From an optimization exercise on the open Yosys and OpenROAD flow, aimed at small area and a short achievable clock period; shortcuts taken in it are not production practice. In this exercise RTL edits were held to simulation tests only and were not proved equivalent to the original. No activity file was given, so power comes from the tool's default toggle rates.

File: design/flow/config.mk
export PLATFORM = sky130hd
export DESIGN_NAME = half_sigmoid
export DESIGN_NICKNAME = half_sigmoid
export VERILOG_FILES = /design/flow/design.v
export SDC_FILE = /design/flow/constraint.sdc
export NUM_CORES = 8
export LEC_CHECK = 0
export CAP_MARGIN = 20
export CORE_MARGIN = 2
export CORE_UTILIZATION = 40
export SLEW_MARGIN = 20
File: design/flow/design.v
`timescale 1ns / 1ps
module delay
#
(
parameter DELAY = 1,
parameter WIDTH = 1
)
(
input rstn,
input clk,
input [WIDTH-1:0] a,
output [WIDTH-1:0] c
);
integer i;
reg [WIDTH-1:0] a_delay[DELAY];
assign c = a_delay[DELAY-1];
always @(posedge clk)
  if (!rstn)
    for (int i = 0; i < DELAY; i = i + 1)
      a_delay[i] <= 0;
  else
    begin
      a_delay[0] <= a;
      for (int i = 1; i < DELAY; i = i + 1)
        a_delay[i] <= a_delay[i-1];
    end
endmodule
`timescale 1ns / 1ps
module leading_zero_count
#
(
parameter WIDTH = 64
)
(
input [WIDTH-1:0] a,
output reg [$clog2(WIDTH):0] c
);
integer i;
always @(a)
  begin
    c = WIDTH;
    for (i = 0; i < WIDTH; i = i + 1)
      if (a[i]) c = WIDTH - 1 - i;
  end
endmodule
`timescale 1ns / 1ps
module integer_divide
#(
parameter WIDTH = 32
)
(
input rstn,
input clk,
input in_valid,
input [WIDTH-1:0] dividend,
input [WIDTH-1:0] divisor,
output out_valid,
output reg [WIDTH-1:0] quotient,
output reg [WIDTH-1:0] remainder
);
reg [2*WIDTH-1:0] dividend_copy[WIDTH+1];
reg [2*WIDTH-1:0] divisor_copy[WIDTH+1];
reg [WIDTH-1:0] result[WIDTH+1];
integer i;
always @(posedge clk)
  if (!rstn)
    for (i = 0; i < WIDTH+1; i = i + 1)
      begin
        dividend_copy[i] <= 0;
        divisor_copy[i] <= {WIDTH*2{1'b1}};
        result[i] <= 0;
      end
  else
    begin
      if (divisor != 0)
        begin
          dividend_copy[0] <= {{WIDTH{1'b0}},dividend};
          divisor_copy[0] <= {1'b0,divisor,{{WIDTH-1{1'b0}}}};
          result[0] <= 0;
        end
      else
        begin
          dividend_copy[0] <= 0;
          divisor_copy[0] <= {WIDTH*2{1'b1}};
          result[0] <= 0;
        end
      for (int i = 1; i < WIDTH+1; i = i + 1)
        begin
          if (dividend_copy[i-1] >= divisor_copy[i-1])
            begin
              dividend_copy[i] <= dividend_copy[i-1] - divisor_copy[i-1];
              result[i] <= result[i-1] | 1 << (WIDTH-i);
            end
          else
            begin
              dividend_copy[i] <= dividend_copy[i-1];
              result[i] <= result[i-1];
            end
          divisor_copy[i] <= {1'b0,divisor_copy[i-1][2*WIDTH-1:1]};
        end
    end
always @(posedge clk)
  if (!rstn)
    quotient <= 0;
  else
    quotient <= result[WIDTH];
 always @(posedge clk)
   if (!rstn)
     remainder <= 0;
   else
     remainder <= dividend_copy[WIDTH];  
delay #(.DELAY(WIDTH+2), .WIDTH(1))
     delay_outv
     (
     .rstn(rstn),
     .clk(clk),
     .a(in_valid),
     .c(out_valid)
     );      
endmodule
`timescale 1ns / 1ps
module half_add(
input rstn,
input clk,
input in_valid,
input [15:0] a,
input [15:0] b,
output reg out_valid,
output wire [15:0] c
);
localparam SUM_SHIFT = 24 - 12;
reg [15:0] c_int;
wire [23:0] sum;
wire a_zero;
wire b_zero;
wire expa_gt_expb;
wire expb_gt_expa;
wire mana_gt_manb;
wire manb_gt_mana;
wire a_gt_b;
wire [3:0] ashift;
wire [3:0] bshift;
wire minus;
wire extra_leading_zero_bit_for_exact_power_of_two;
wire [4:0] leading_zeros;
assign c = c_int;
assign a_zero = (a[14:10] == 5'b0) ? 1 : 0; 
assign b_zero = (b[14:10] == 5'b0) ? 1 : 0;     
assign expa_gt_expb = (a[14:10] > b[14:10]) ? 1 : 0;
assign expb_gt_expa = (b[14:10] > a[14:10]) ? 1 : 0;
assign mana_gt_manb = (a[9:0] > b[9:0]) ? 1 : 0;
assign manb_gt_mana = (b[9:0] > a[9:0]) ? 1 : 0;
assign a_gt_b = (expa_gt_expb | (!expb_gt_expa & mana_gt_manb));
assign ashift = expb_gt_expa ? 
                    (b[14:10] - a[14:10] < 11) ? b[14:10] - a[14:10] : 11
                    : 0;
assign bshift = expa_gt_expb ? 
                    (a[14:10] - b[14:10] < 11) ? a[14:10] - b[14:10] : 11                     
                    : 0;                    
assign minus = ((a[15] != b[15]) & (!a_zero & !b_zero));  
always @(posedge clk)
  out_valid <= in_valid;                    
always @(posedge clk)
  if (!rstn)
    c_int[15] <= 0;
  else
    c_int[15] <= (a[15] == b[15]) ? a[15] :
             expa_gt_expb ? a[15] :
             expb_gt_expa ? b[15] :
             mana_gt_manb ? a[15] : 
             manb_gt_mana ? b[15] : 0;
always @(posedge clk)
  if (!rstn)
    c_int[14:10] <= 0;
  else             
    c_int[14:10] <= (leading_zeros < 20) ?
                    expb_gt_expa ?
                    b[14:10] + (5'b1 - leading_zeros):
                    a[14:10] + (5'b1 - leading_zeros):
                    0;
always @(posedge clk)
  if (!rstn)
    c_int[9:0] <= 0;
  else
    c_int[9:0] <= (leading_zeros < 24) ?
                       (leading_zeros < 13) ?
                            sum >> (13 - leading_zeros):
                            sum << (leading_zeros - 13): 
                       0;
assign sum = (minus) ?
                (a_gt_b) ?
                    ({1'b1,a[9:0]} << (SUM_SHIFT - ashift)) - ({1'b1,b[9:0]} << (SUM_SHIFT - bshift)) :
                    ({1'b1,b[9:0]} << (SUM_SHIFT - bshift)) - ({1'b1,a[9:0]} << (SUM_SHIFT - ashift)) :
                (a_zero) ?
                    (b_zero) ?
                         0 :
                    ({1'b1,b[9:0]} << (SUM_SHIFT - bshift)) :
                (b_zero) ?
                    ({1'b1,a[9:0]} << (SUM_SHIFT - ashift)) :
                    ({1'b1,a[9:0]} << (SUM_SHIFT - ashift)) + ({1'b1,b[9:0]} << (SUM_SHIFT - bshift));            
leading_zero_count #(.WIDTH(24))
leading_zero_count1
(
.a(sum),
.c({extra_leading_zero_bit_for_exact_power_of_two,leading_zeros})
);
endmodule
`timescale 1ns / 1ps
module half_multiply(
input rstn,
input clk,
input in_valid,
input [15:0] a,
input [15:0] b,
output reg out_valid,
output reg [15:0] c
);
reg [21:0] temp;
reg sign;
reg [5:0] exp;
reg in_valid_d;
wire [5:0] exp_minus_E;
wire [5:0] exp_minus_F;
always @(posedge clk)
  in_valid_d <= in_valid;
always @(posedge clk)
  out_valid <= in_valid_d;
always @(posedge clk)
  if ((a == 0) | (b==0))
    temp <= 0;
  else
    temp <= {10'b1,a[9:0]} * {10'b1,b[9:0]};
always @(posedge clk)
  sign <= a[15] ^ b[15];
always @(posedge clk)
  if (!rstn)
    c[15] <= 0;
  else
    c[15] <= sign;
always @(posedge clk)
  exp <= {1'b0,a[14:10]} + {1'b0,b[14:10]};
assign exp_minus_E = exp - 6'h0E;
assign exp_minus_F = exp - 6'h0F;
always @(posedge clk)
  if (!rstn)
    c[14:10] <= 0;
  else
    if (temp[21])
      c[14:10] <= (exp < 5'he) ? 5'h0 : (exp > (6'b011111 + 6'h0E)) ? 5'b11111 : exp_minus_E[4:0]; 
    else
      if (temp == 0)
        c[14:10] <= 0;
      else
        c[14:10] <= (exp < 5'hf) ? 5'h0 : (exp > (6'b011111 + 6'h0F)) ? 5'b11111 : exp_minus_F[4:0];    
always @(posedge clk)
  if (!rstn)
    c[9:0] <= 0;
  else
    if (temp[21])
      c[9:0] <= (exp < 5'hE) ? 10'h0 : (exp > (6'b011111 + 6'h0E)) ? 10'h3FF : temp  >> 11;
    else
      c[9:0] <= (exp < 5'hF) ? 10'h0 : (exp > (6'b011111 + 6'h0F)) ? 10'h3FF : temp  >> 10;
endmodule
`timescale 1ns / 1ps
module half_divide(
input rstn,
input clk,
input in_valid,
input [15:0] a,
input [15:0] b,
output out_valid,
output [15:0] c
);
reg c_sign;
reg [4:0] c_exp;
wire [9:0] c_mantissa;
wire c_sign_d;
wire [4:0] c_exp_d;
wire [4:0] c_exp_corrected;
wire [21:0] quotient;
wire [4:0] leading_zeros;
wire extra_leading_zero_bit_for_exact_power_of_two;
wire [10:0] a_in;
wire [10:0] b_in;
wire a_zero;
wire b_zero;
assign a_zero = a[14:10] == 0;
assign b_zero = b[14:10] == 0;
assign a_in = (a_zero) ?
                0 :
                {1'b1,a[9:0]};
assign b_in = (b_zero) ?
                0 :
                {1'b1,b[9:0]};
assign c = {c_sign_d,c_exp_corrected,c_mantissa};          
assign c_mantissa = (leading_zeros == 22) ?
                        0 :
                        (leading_zeros == 10) ?
                        quotient >> 1 :
                        quotient << leading_zeros - 11;
assign c_exp_corrected = (leading_zeros == 22) ?
                        0 :
                        c_exp_d - (leading_zeros - 10);
always @(posedge clk)
  if (!rstn)
    c_sign <= 0;
  else
    c_sign <= a[15] ^ b[15];
always @(posedge clk)
      if (!rstn)
        c_exp <= 0;
      else
        c_exp <= (!a_zero & !b_zero) ?
            15 + a[14:10] - b[14:10] :
            0;  
integer_divide
#(
.WIDTH(22)
)
integer_divide1
(
.rstn(rstn),
.clk(clk),
.in_valid(in_valid),
.dividend({a_in,11'b0}),
.divisor({11'b0,b_in}),
.out_valid(out_valid),
.quotient(quotient),
.remainder()
);
leading_zero_count #(.WIDTH(22))
leading_zero_count1
(
.a(quotient),
.c({extra_leading_zero_bit_for_exact_power_of_two,leading_zeros})
);    
delay #(.DELAY(23), .WIDTH(1))
delay_sign1
(
.rstn(rstn),
.clk(clk),
.a(c_sign),
.c(c_sign_d)
); 
delay #(.DELAY(23), .WIDTH(5))
delay_exp1
(
.rstn(rstn),
.clk(clk),
.a(c_exp),
.c(c_exp_d)
);   
endmodule
`timescale 1ns / 1ps
module half_integer_part(
input rstn,
input clk,
input in_valid,
input [15:0] a,
output reg out_valid,
output reg [15:0] c
);
int half_bit_offset;
assign half_bit_offset = (a[14:10] > 13) ? 
                            10 - (a[14:10] - 14) :
                            10;  
always @(posedge clk)
  if (!rstn)
    out_valid <= 0;
  else
    out_valid <= in_valid;
always @(posedge clk)
  if (!rstn)
    c <= 0;
  else
    c <= (a[14:10] > 14) ?
            {a[15:10], ((a[9:0] >> (half_bit_offset + 1)) << (half_bit_offset + 1))} :
            0;
endmodule
`timescale 1ns / 1ps
module half_two_int_power(
input rstn,
input clk,
input in_valid,
input [15:0] a,
output reg out_valid,
output reg [15:0] c
);
wire [4:0] exp;
assign exp = (a[14:10] > 14) ?
                (a[15]) ?
                    15 - ({1'b1,a[9:0]} >> (11 - (a[14:10] - 14) )) :
                    15 + ({1'b1,a[9:0]} >> (11 - (a[14:10] - 14) )) :
                15;
 always @(posedge clk)
   if (!rstn)     
     out_valid <= 0;
   else
     out_valid <= in_valid;          
always @(posedge clk)
  if (!rstn)
    c <= 0;
  else
    c <= {1'b0, exp , 10'b0 };
endmodule
`timescale 1ns / 1ps
module half_pade_approximation_exp(
input rstn,
input clk,
input [15:0] fpart,
output [15:0] x
);
wire [15:0] fpart_sqr;
wire [15:0] fm_exp2_q[2];
wire [15:0] fm_exp2_p[3];
wire [15:0] px,px2,px3,px4,px5;
wire [15:0] qx,qx2,qx3;
wire [15:0] qx3_m_px5;
wire [15:0] px5_d_qx3_m_px5;
wire [15:0] px5_d_qx3_m_px5_m_2;
wire [15:0] px5_d1, qx3_d4;
wire [15:0] fpart_sqr_d1, fpart_sqr_d3;
wire [15:0] fpart_d8;
assign fm_exp2_q[0] = 16'h5b49;  
assign fm_exp2_q[1] = 16'h6c44;  
assign fm_exp2_p[0] = 16'h25e9;  
assign fm_exp2_p[1] = 16'h4d0c;  
assign fm_exp2_p[2] = 16'h65e9;  
half_multiply half_multiply1(
.rstn(rstn),
.clk(clk),
.in_valid(1'b1),
.a(fpart),
.b(fpart),
.out_valid(),
.c(fpart_sqr)
);      
half_multiply half_multiply2(
.rstn(rstn),
.clk(clk),
.in_valid(1'b1),
.a(fm_exp2_p[0]),
.b(fpart_sqr),
.out_valid(),
.c(px)
); 
half_add half_add1(
.rstn(rstn),
.clk(clk),
.in_valid(1'b1),
.a(px),
.b(fm_exp2_p[1]),
.out_valid(),
.c(px2)
);
half_add half_add2(
.rstn(rstn),
.clk(clk),
.in_valid(1'b1),
.a(fpart_sqr),
.b(fm_exp2_q[0]),
.out_valid(),
.c(qx)
);
delay #(.DELAY(1), .WIDTH(16))
delay_fpart_sqr1
(
.rstn(rstn),
.clk(clk),
.a(fpart_sqr),
.c(fpart_sqr_d1)
); 
delay #(.DELAY(3), .WIDTH(16))
delay_fpart_sqr3
(
.rstn(rstn),
.clk(clk),
.a(fpart_sqr),
.c(fpart_sqr_d3)
); 
half_multiply half_multiply3(
.rstn(rstn),
.clk(clk),
.in_valid(1'b1),
.a(px2),
.b(fpart_sqr_d3),
.out_valid(),
.c(px3)
); 
half_add half_add3(
.rstn(rstn),
.clk(clk),
.in_valid(1'b1),
.a(px3),
.b(fm_exp2_p[2]),
.out_valid(),
.c(px4)
);
half_multiply half_multiply4(
.rstn(rstn),
.clk(clk),
.in_valid(1'b1),
.a(qx),
.b(fpart_sqr_d1),
.out_valid(),
.c(qx2)
); 
half_add half_add4(
.rstn(rstn),
.clk(clk),
.in_valid(1'b1),
.a(qx2),
.b(fm_exp2_q[1]),
.out_valid(),
.c(qx3)
);
delay #(.DELAY(8), .WIDTH(16))
delay_fpart_8
(
.rstn(rstn),
.clk(clk),
.a(fpart),
.c(fpart_d8)
); 
half_multiply half_multiply5(
.rstn(rstn),
.clk(clk),
.in_valid(1'b1),
.a(px4),
.b(fpart_d8),
.out_valid(),
.c(px5)
); 
delay #(.DELAY(4), .WIDTH(16))
delay_qx3_d4
(
.rstn(rstn),
.clk(clk),
.a(qx3),
.c(qx3_d4)
); 
delay #(.DELAY(1), .WIDTH(16))
delay_px5_d1
(
.rstn(rstn),
.clk(clk),
.a(px5),
.c(px5_d1)
); 
half_add half_add5(
.rstn(rstn),
.clk(clk),
.in_valid(1'b1),
.a(qx3_d4),
.b({~px5[15],px5[14:0]}),
.out_valid(),
.c(qx3_m_px5)
);
half_divide half_divide1(
.rstn(rstn),
.clk(clk),
.a(px5_d1),
.b(qx3_m_px5),
.c(px5_d_qx3_m_px5)
);
half_multiply half_multiply6(
.rstn(rstn),
.clk(clk),
.in_valid(1'b1),
.a(16'h4000),   
.b(px5_d_qx3_m_px5),
.out_valid(),
.c(px5_d_qx3_m_px5_m_2)
); 
half_add half_add6(
.rstn(rstn),
.clk(clk),
.in_valid(1'b1),
.a(16'h3c00),  
.b(px5_d_qx3_m_px5_m_2),
.out_valid(),
.c(x)
);
endmodule
`timescale 1ns / 1ps
module half_fm_exp2(
input rstn,
input clk,
input in_valid,
input [15:0] a,
output out_valid,
output reg [15:0] c
);
reg [15:0] a_d;
reg [15:0] a_d2;
wire [15:0] ipart;
wire [15:0] fpart;
wire [15:0] epart;
wire [15:0] x;
wire [15:0] epart_d;
wire [15:0] pos_or_neg_one_half;
wire [15:0] a_plus_or_minus_one_half;    
wire out_valid_sa1; 
wire out_valid_ips;
wire out_valid_sa2;
wire out_valid_2ips;
assign pos_or_neg_one_half = (a[15]) ?
        16'hb800 :  
        16'h3800;   
always @(posedge clk)
  a_d <= a;                                                                                     
always @(posedge clk)
  a_d2 <= a_d;                    
half_add half_add1(
.rstn(rstn),
.clk(clk),
.in_valid(in_valid),
.a(a),
.b(pos_or_neg_one_half),
.out_valid(out_valid_sa1),
.c(a_plus_or_minus_one_half)
);
half_integer_part half_integer_part1(
.rstn(rstn),
.clk(clk),
.in_valid(out_valid_sa1),
.a(a_plus_or_minus_one_half),
.out_valid(out_valid_ips),
.c(ipart)
); 
half_add half_add2(
.rstn(rstn),
.clk(clk),
.in_valid(out_valid_ips),
.a(a_d2),
.b({~ipart[15],ipart[14:0]}),
.out_valid(out_valid_sa2),
.c(fpart)
);
half_two_int_power half_two_int_power1(
.rstn(rstn),
.clk(clk),
.in_valid(out_valid_ips),
.a(ipart),
.out_valid(out_valid_2ips),
.c(epart)
);
half_pade_approximation_exp half_pade_approximation_exp1(
.rstn(rstn),
.clk(clk),
.fpart(fpart),
.x(x)
);
delay #(.DELAY(38), .WIDTH(16))
delay_epart
(
.rstn(rstn),
.clk(clk),
.a(epart),
.c(epart_d)
); 
delay #(.DELAY(38), .WIDTH(1))
delay_outv
(
.rstn(rstn),
.clk(clk),
.a(out_valid_2ips),
.c(out_valid_epart_d)
); 
half_multiply half_multiply1(
.rstn(rstn),
.clk(clk),
.in_valid(out_valid_epart_d),
.a(epart_d),
.b(x),
.out_valid(out_valid),
.c(c)
);
endmodule
`timescale 1ns / 1ps
module half_exp(
input rstn,
input clk,
input in_valid,
input [15:0] a,
output out_valid,
output [15:0] c
);
wire out_valid_m1;
wire [15:0] a_x_log2e;
wire [15:0] a_in;
assign a_in = (a[15] == 1) ?
                 (a[14:10] > 17) ?
                    16'b1100100000000000 :  
                    a :
                 (a[14:10] > 17) ?
                    16'b0100100000000000 :  
                    a;
half_multiply half_multiply1(
.rstn(rstn),
.clk(clk),
.in_valid(in_valid),
.a(a_in),
.b(16'h3dc5),  
.out_valid(out_valid_m1),
.c(a_x_log2e)
); 
half_fm_exp2 half_fm_exp2_1(
.rstn(rstn),
.clk(clk),
.in_valid(out_valid_m1),
.a(a_x_log2e),
.out_valid(out_valid),
.c(c)
);
endmodule
`timescale 1ns / 1ps
module half_sigmoid(
input rstn,
input clk,
input in_valid,
input [15:0] a,
output out_valid,
output [15:0] c
);
wire [15:0] m_a;
wire [15:0] exp_m_a;
wire [15:0] exp_m_a_p1;
wire out_valid_exp;
wire out_valid_exp_m_ap1;
assign m_a = (a[14:10]==0) ?
                0:
                {{~a[15],a[14:0]}};
half_exp half_exp1(
.rstn(rstn),
.clk(clk),
.in_valid(in_valid),
.a(m_a),
.out_valid(out_valid_exp),
.c(exp_m_a)
);
half_add half_add(
.rstn(rstn),
.clk(clk),
.in_valid(out_valid_exp),
.a(exp_m_a),
.b(16'h3c00),  
.out_valid(out_valid_exp_m_ap1),
.c(exp_m_a_p1)
);
half_divide half_divide1(
.rstn(rstn),
.clk(clk),
.in_valid(out_valid_exp_m_ap1),
.a(16'h3c00),  
.b(exp_m_a_p1),
.out_valid(out_valid),
.c(c)
);
endmodule
File: design/flow/constraint.sdc
create_clock -name core_clock -period 9.5 [get_ports {clk}]
set_input_delay 1.9000 -clock core_clock [delete_from_list [all_inputs] [get_ports {clk}]]
set_output_delay 1.9000 -clock core_clock [all_outputs]
set_load 0.01 [all_outputs]
File: design/flow/run.sh
#!/bin/bash
# synth_recipe.tcl (not shown) runs the flow's synth.tcl, then flattens the netlist and writes it again
# the make line also repeats each setting of config.mk as NAME=value (left out here)
make -C /OpenROAD-flow-scripts/flow DESIGN_CONFIG=/design/flow/config.mk WORK_HOME=/design/flow/orfs CLKGATE_MAP_FILE= SYNTH_SCRIPT=/design/flow/synth_recipe.tcl finish
==> notes.md <==
[power groups by stage]
stage               clock (uW)  combinational [uW]  sequential [uW]
floorplan                    0               22700            19100
global placement             0               33200            19600
detailed placement           0               33100            19600
CTS                      20300               33300            19200
global route             21000               36900            19300
finish                   19700               33700            19200
[cells by family (layout without fill, tap and decap cells)]
group | after synthesis | in the layout | synth area share (%)
muxes | 1650 | 1650 | 6.09
AOI/OAI and AO/OA | 8257 | 8257 | 18.7
adders and majority gates | 3253 | 3253 | 15.5
other | 2 | 143 | 0.00264
buffers and inverters | 3585 | 3995 | 4.81
and+or+nand+nor | 11500 | 11500 | 19.5
xor gates and xnor gates | 1844 | 1844 | 5.70
DFF | 4220 | 4220 | 29.7
[layer usage]
metal  GRT usage (%)  vias to the layer above
met2            35.8                     4962
met1            28.4                   113809
met5               0                        -
li1                -                   119966
met4            6.39                        2
met3            1.86                     1160
[cell type report]
class                      instances  area share [%]
clock inverter                   257            1.17
antenna                          128           0.101
sequential                      4220            26.8
multi-input combinational      26519            59.1
timing repair buffer             873            2.21
clock buffer                     627            4.22
inverter                        2238            2.67
tap                             9485            3.76
[metrics by stage]
stage,area (um^2),hold slack (ps)
6_report,316000,316
5_1_grt,316000,328
4_1_cts,315000,320
3_5_place_dp,298000,312
3_3_place_gp,298000,311
2_1_floorplan,284000,310
[worst paths after layout]
check | startpoint | endpoint | slack (ps) | cells after the start
worst max register to register | half_exp1.half_fm_exp2_1.half_integer_part1.c[10]$_SDFF_PN0_ | half_exp1.half_fm_exp2_1.half_add2.c_int[9]$_SDFF_PN0_ | 490 | 40
worst min-delay path | half_exp1.half_fm_exp2_1.a_d[7]$_DFF_P_ | half_exp1.half_fm_exp2_1.a_d2[7]$_DFF_P_ | 320 | 0
worst max-delay path | half_exp1.half_fm_exp2_1.half_integer_part1.c[10]$_SDFF_PN0_ | half_exp1.half_fm_exp2_1.half_add2.c_int[9]$_SDFF_PN0_ | 490 | 40
worst min register to register | half_exp1.half_fm_exp2_1.a_d[7]$_DFF_P_ | half_exp1.half_fm_exp2_1.a_d2[7]$_DFF_P_ | 320 | 0
[synthesized netlist by cell type (all sizes together), types with 53 or more instances]
| master | n | share of area, % |
|---|---|---|
| or4 | 53 | 0.14 |
| fa | 449 | 3.2 |
| mux2i | 1504 | 5.3 |
| o31a | 83 | 0.26 |
| clkbuf | 1158 | 1.5 |
| a211o | 78 | 0.24 |
| xnor2 | 1215 | 3.7 |
| o21a | 276 | 0.73 |
| a2111oi | 61 | 0.21 |
| a221oi | 59 | 0.20 |
| o211ai | 214 | 0.57 |
| a31o | 66 | 0.20 |
| nand3b | 57 | 0.15 |
| and3 | 235 | 0.52 |
| a21boi | 203 | 0.54 |
| nand4 | 351 | 0.78 |
| and4 | 63 | 0.19 |
| nand2b | 377 | 0.83 |
| nand2 | 2563 | 3.4 |
| a21o | 1080 | 2.9 |
| ha | 2804 | 12 |
| or3 | 198 | 0.44 |
| o21ai | 1625 | 2.9 |
| buf | 189 | 0.32 |
| a31oi | 251 | 0.55 |
| nor2b | 375 | 0.83 |
| nor4 | 183 | 0.42 |
| dfxtp | 4220 | 30 |
| mux2 | 96 | 0.38 |
| nor2 | 3746 | 5.0 |
| xor2 | 628 | 1.9 |
| o21bai | 326 | 0.86 |
| nand3 | 688 | 1.2 |
| nor3 | 598 | 1.1 |
| o41ai | 53 | 0.16 |
| a21oi | 2550 | 4.5 |
| inv | 2226 | 2.9 |
| a211oi | 361 | 0.98 |
| o31ai | 184 | 0.49 |
| or2 | 183 | 0.40 |
| o22ai | 142 | 0.32 |
| and2 | 1685 | 3.7 |
[repair_timing]
action,CTS,global route
setup endpoints to repair,0,76
gates resized for setup,0,57
setup buffers,0,4
==> flow_summary_export.csv <==
group,metric,value,unit
outcome,outcome,"timing/DRC/antenna clean",
power,p_int,43900,uW
power,p_seq_share,26.4,%
clock_network,clock_latency,1080,ps
floorplanning,die_h,847,um
worst_setup_path,crit_buf_inv,7,
worst_setup_path,arrival,9900,ps
global_routing,grt_pass1_vias,232033,
sta,setup_violations,0,
route,first_iter_violations,15538,
sta,setup_slack,487,ps
worst_setup_path,cpLargestDelayFamily,"compound AO/OA/AOI/OAI gates",
synthesis,postSynthCellCount,34311,
power,swShare,39.6,%
synthesis,synthArstFlopShare,0,%
route,vias_per_cell,5.41,
global_routing,gr-usage-all-layers,21.1,%
clock_network,cts_tree,"built",
global_routing,grt_pass1_wl,1260000,um
sta,fin_skew,79.0,ps
floorplanning,dieWidth,847,um
worst_setup_path,crit_required,10390,ps
power,ir_drop,0.948,mV
placement,pre_cts_ws,290,ps
worst_setup_path,path_class,"reg2reg",
route,routed_wl,790000,um
synthesis,yosys_warnings,32,
route,drt_first_pass_iters,8,
floorplanning,rows,309,
route,dr_wl_met2,367000,um
synthesis,synth-seq-cells,4220,
layout,post_route_cells_drive_above_1_share,6.61,%
route,drcViolationCount,0,
sta,grt_setup_unrepaired,"true",
floorplanning,coreArea,708000,um^2
worst_setup_path,worst_setup_path_end_kind,"flip-flop",
clock_network,numCtsBuffers,475,
sta,hold_viol_final,0,
synthesis,syn_area,284000,um^2
floorplanning,die_area,717000,um^2
clock_network,holdBufCountCts,0,
sta,slew_viol_final,0,
synthesis,synth_cell_type_count,143,
route,drtAntennaViolNets,0,
layout,layout_commonest_cell,"dfxtp_1",
layout,post-route-util,44.6,%
route,dr_wl_met3,30900,um
power,clockPowerShare,27.2,%
route,wl_met1,367000,um
route,wl_per_cell,17.8,um
clock_network,h-tree-depth,5,
clock_network,cts_sinks,4220,
sta,relSlewSlack,19.2,%
worst_setup_path,cpMaxStageDelayCell,"or3_1",
power,power_frac_comb,46.4,%
worst_setup_path,slowest_delay,480,ps
sta,finalCritPeriodShare,94.9,%
placement,numPortBuffers,35,
power,power_switching,28700,uW
clock_network,clk_pin_slew,60,ps
layout,seq_area,84500,um^2
floorplanning,io_pins,36,
layout,final_cell_mix,"dfxtp_1 (4218), nor2_1 (3735), ha_1 (2798), nand2_1 (2558), a21oi_1 (2527)",
power,power.density,230,nW/um^2
worst_setup_path,start_kind,"flip-flop",
synthesis,synth_edf_count,0,
synthesis,seq_area_frac_synth,29.7,%
synthesis,synthFlopType,"dfxtp_1",
worst_setup_path,crit_fanout,9,
clock_network,clockBufferDepth,4,
sta,fin_tns_setup,0,ps
run,cap_viol_max_count,0,
global_routing,grt_max_degree,205,
synthesis,syn_area_per_cell,8.28,um^2
route,dr.max_layer_used,"met5",
clock_network,cts_root_buffer,"clkbuf_16",
floorplanning,start_util,40.1,%
sta,clock.fmax,111,MHz
placement,place_inst,43330,
placement,globalplace.congestion,0.939,
layout,fin_cells,44347,
route,via_count,239899,
global_routing,antenna_found_initial,37,
worst_hold_path,worstHoldPathType,"reg2reg",
power,p_leak,0.148,uW
layout,fillCellCount,69983,
placement,place_hpwl,609000,um
sta,worst_pin_slew,1200,ps
global_routing,overflow,0,
layout,syn_to_final_growth,11.1,%
power,p_total,72600,uW
layout,fin_nets,37599,
sta,post-route-min-period,9010,ps
layout,multi_input_area,187000,um^2

-- what the ideal ports hide --
Ports are ideal in the flow. The routed layout listed here was re-timed in OpenROAD. Step 1 (the two cells are an assumption about what drives the block):
set clk [get_ports {clk}]
set_driving_cell -lib_cell sky130_fd_sc_hd__clkbuf_16 $clk
set_driving_cell -lib_cell sky130_fd_sc_hd__buf_2 [delete_from_list [all_inputs] $clk]
Step 2 moves the port delays by t, midway between the first and last clock arrival at a register: inputs arrive t later, outputs are due t later. That takes back most of the time a late clock gives input paths. Three values: no drivers, after step 1, after step 2; two values: the first two.
t (ns): 1.194
setup WS [ns]: 0.487 / 0.487 / 0.487
cell pins on the clock port's net: 1
After both steps this run still meets setup and hold. For this run, drivers alone change the setup slack by 0.000 ns; drivers and shift together by 0.000 ns.
